This design comes from an exercise in tuning for small area, a short achievable clock period and few clock cycles per item on the open sky130 flow, not from production work. At most, simulation tests tie the RTL to the original design; equivalence was not proved. No activity file was given, so power comes from the tool's default toggle rates.

==> flow/design.v (excerpt) <==
module simple_cpu_top #(
    parameter BIT_WIDTH = 16,
    parameter PROGRAM_FILE = "program.mem"
)(
    input wire clk,
    input wire rst_n,
    input wire start,
    input wire [BIT_WIDTH-1:0] operand_a,
    input wire [BIT_WIDTH-1:0] operand_b,
    output wire [BIT_WIDTH-1:0] result,
    output wire done
);
    wire [BIT_WIDTH-1:0] product;
    simple_datapath #(.BIT_WIDTH(BIT_WIDTH)) datapath (
        .a(operand_a), .b(operand_b), .p(product)
    );
    simple_control control (
        .clk(clk), .rst_n(rst_n), .start(start), .done(done)
    );
    reg [BIT_WIDTH-1:0] result_r;
    always @(posedge clk)
        if (start) result_r <= product;
    assign result = result_r;
endmodule
export LEC_CHECK = 0
export CAP_MARGIN = 20
export CORE_MARGIN = 2
export CORE_UTILIZATION = 40
export SLEW_MARGIN = 20
export SYNTH_HIERARCHICAL = 1
export SYNTH_MINIMUM_KEEP_SIZE = 0
create_clock -name core_clock -period 5.0 [get_ports {clk}]
run.sh (not shown) runs the stock make flow with config.mk's settings and CLKGATE_MAP_FILE= SYNTH_SCRIPT=/design/flow/synth_recipe.tcl, a recipe that flattens the netlist after the stock synthesis.
The starting point ran to the end with violations: setup timing.
Then changed:
--- a/flow/design.v
+++ b/flow/design.v
@@ -343,63 +343,25 @@
     wire w336 = w332 ^ w333;
     wire w337 = w334 ^ w335;
     wire w338 = w336 ^ w337;
     wire w339 = w304 ^ w306;
     wire w340 = w308 ^ w338;
     wire w341 = w339 ^ w340;
     wire w342 = w341 ^ w310;
     wire w343 = w312 ^ w342;
     wire w344 = w343 ^ w314;
     wire w345 = w344 ^ w316;
     wire w346 = w345 ^ w318;
-    assign p[0] = w1 ^ 1'b0;
-    wire w347 = w1 & 1'b0;
-    wire w348, w349;
-    mul_ha u92 (.x(w17), .y(w2), .s(w348), .c(w349));
-    assign p[1] = w348 ^ w347;
-    wire w350 = w349 | (w348 & w347);
-    wire w351, w352;
-    mul_ha u93 (.x(w32), .y(w137), .s(w351), .c(w352));
-    assign p[2] = w351 ^ w350;
-    wire w353 = w352 | (w351 & w350);
-    wire w354, w355;
-    mul_ha u94 (.x(w141), .y(w139), .s(w354), .c(w355));
-    assign p[3] = w354 ^ w353;
-    wire w356 = w355 | (w354 & w353);
-    wire w357, w358;
-    mul_ha u95 (.x(w147), .y(w145), .s(w357), .c(w358));
-    assign p[4] = w357 ^ w356;
-    wire w359 = w358 | (w357 & w356);
-    wire w360, w361;
-    mul_ha u96 (.x(w153), .y(w155), .s(w360), .c(w361));
-    assign p[5] = w360 ^ w359;
-    wire w362 = w361 | (w360 & w359);
-    wire w363, w364;
-    mul_ha u97 (.x(w165), .y(w163), .s(w363), .c(w364));
-    assign p[6] = w363 ^ w362;
-    wire w365 = w364 | (w363 & w362);
-    wire w366, w367;
-    mul_ha u98 (.x(w175), .y(w177), .s(w366), .c(w367));
-    assign p[7] = w366 ^ w365;
-    wire w368 = w367 | (w366 & w365);
-    wire w369, w370;
-    mul_ha u99 (.x(w191), .y(w189), .s(w369), .c(w370));
-    assign p[8] = w369 ^ w368;
-    wire w371 = w370 | (w369 & w368);
-    wire w372, w373;
-    mul_ha u100 (.x(w205), .y(w207), .s(w372), .c(w373));
-    assign p[9] = w372 ^ w371;
-    wire w374 = w373 | (w372 & w371);
-    wire [5:0] ta = {w346, w292, w268, w265, w243, w223};
-    wire [5:0] tb = {1'b0, w317, w291, w267, w245, w225};
-    assign p[15:10] = ta + tb + w374;
+    wire [BIT_WIDTH-1:0] ra = {w346, w292, w268, w265, w243, w223, w205, w191, w175, w165, w153, w147, w141, w32, w17, w1};
+    wire [BIT_WIDTH-1:0] rb = {1'b0, w317, w291, w267, w245, w225, w207, w189, w177, w163, w155, w145, w139, w137, w2, 1'b0};
+    assign p = ra + rb;
 endmodule
 module mul_fa (
     input wire x, y, z,
     output wire s, c
 );
     assign s = x ^ y ^ z;
     assign c = (x & y) | (x & z) | (y & z);
 endmodule
 module mul_ha (
     input wire x, y,
     output wire s, c
After rerunning: Now the flow went through all stages and came out clean; core utilization rises by 3.2 points; fmax rises by 22%; final cell count rises by 16%; hold slack got worse by 0.0030 ns; sequential share of layout area falls by 1.1 points; synthesized cell count rises by 16%; sequential power barely changes; final area rises by 12%.
No run of this note included a check of the RTL's function; only the layout flow was run.


Another version of the RTL of simple_cpu_top (not shown whole).
Size in the first run: ~350 cells after synthesis, ~17 flip-flops, roughly 52 I/O pins, about 0.0036 sq mm of cells after synthesis.
Settings: LEC_CHECK=0, CAP_MARGIN=20, CORE_MARGIN=2, CORE_UTILIZATION=40, GPL_TIMING_DRIVEN=0, SLEW_MARGIN=20, SYNTH_HIERARCHICAL=1, SYNTH_MINIMUM_KEEP_SIZE=0; clock period 5.0 ns.
standard.sh (not shown) runs the stock make flow with config.mk's settings and CLKGATE_MAP_FILE= SYNTH_SCRIPT=/design/flow/synth_recipe.tcl, a recipe that flattens the netlist after the stock synthesis.
==> flow/flow/run.sh <==
#!/bin/bash
# The standard layout, with the port buffers made from buf_2 cells
# (ORFS's default picks a delay buffer, clkdlybuf4s50_1).
set -euo pipefail
bash standard.sh "BUFFER_PORTS_ARGS=-buffer_cell sky130_fd_sc_hd__buf_2" finish > standard_run.log 2>&1
Testbench counts at the start, summed over its fixed seeds: cycles 384, items 384.
Edit:
--- a/flow/design.v
+++ b/flow/design.v
@@ -441,40 +441,37 @@
     wire w384;
     mul_ao u156 (.g(w364), .p(w363), .ci(w383), .co(w384));
     wire w385;
     mul_ao u157 (.g(w366), .p(w365), .ci(w384), .co(w385));
     wire w386;
     mul_ao u158 (.g(w368), .p(w367), .ci(w385), .co(w386));
     wire w387;
     mul_ao u159 (.g(w370), .p(w369), .ci(w386), .co(w387));
     wire w388;
-    mul_ao u160 (.g(w374), .p(w373), .ci(w372), .co(w388));
-    wire w389 = w373 & w371;
-    wire w390;
-    mul_ao u161 (.g(w372), .p(w371), .ci(w387), .co(w390));
-    wire w391;
-    mul_ao u162 (.g(w388), .p(w389), .ci(w387), .co(w391));
+    mul_ao u160 (.g(w372), .p(w371), .ci(w387), .co(w388));
+    wire w389;
+    mul_ao u161 (.g(w374), .p(w373), .ci(w388), .co(w389));
     assign p[0] = ~(~w1 ^ 1'b1);
     assign p[1] = ~(w347 ^ w375);
     assign p[2] = ~(w349 ^ w376);
     assign p[3] = ~(w351 ^ w377);
     assign p[4] = ~(w353 ^ w378);
     assign p[5] = ~(w355 ^ w379);
     assign p[6] = ~(w357 ^ w380);
     assign p[7] = ~(w359 ^ w381);
     assign p[8] = ~(w361 ^ w382);
     assign p[9] = ~(w363 ^ w383);
     assign p[10] = ~(w365 ^ w384);
     assign p[11] = ~(w367 ^ w385);
     assign p[12] = ~(w369 ^ w386);
     assign p[13] = ~(w371 ^ w387);
-    assign p[14] = ~(w373 ^ w390);
-    assign p[15] = (w346 ^ w391);
+    assign p[14] = ~(w373 ^ w388);
+    assign p[15] = (w346 ^ w389);
 endmodule
 module mul_fa (
     input wire x, y, z,
     output wire s, c
 );
     assign s = x ^ y ^ z;
     assign c = (x & y) | (x & z) | (y & z);
 endmodule
 module mul_ha (
Outcome: Maximum frequency fell by 0.78%. Total power is about the same. Cell area is higher by 4.1%. Clock-buffer cell count is unchanged. Clock skew does not change.
Only the layout flow was run in the second run of this note; the RTL was not checked for function there.

-- afterwards: timing with drivers on the ports --
Ports are ideal in the flow. The routed layouts listed here were re-timed in OpenROAD.
Step 1 sets driving cells, clkbuf_16 on the clock port and buf_2 on the other inputs (assumed; they add their load-dependent delay and slew).
Step 2 also shifts input and output timing later by t, the mid clock arrival at the registers, as if the neighbouring blocks saw the same clock.
Slacks: ideal ports / drivers / drivers and shift; pairs: ideal ports / drivers.
| run | t (ns) | slack for setup (ns) | latest minus earliest clock arrival (ns) |
|---|---|---|---|
| the first run of note 1 | 0.283 | -0.995 / -1.005 / -1.288 | 0.006 / 0.006 |
| the second run of note 1 | 0.266 | 0.068 / 0.059 / -0.206 | 0.001 / 0.001 |
| the first run of note 2 | 0.280 | 0.133 / 0.136 / -0.144 | 0.005 / 0.005 |
| the second run of note 2 | 0.287 | 0.094 / 0.096 / -0.191 | 0.002 / 0.002 |
Met with ideal ports but missed after step 2: setup timing in the second run of note 1, the first run of note 2 and the second run of note 2. The setup slack of the first run of note 1, which loses most, moves by -0.010 ns with the drivers and by -0.293 ns with both steps.
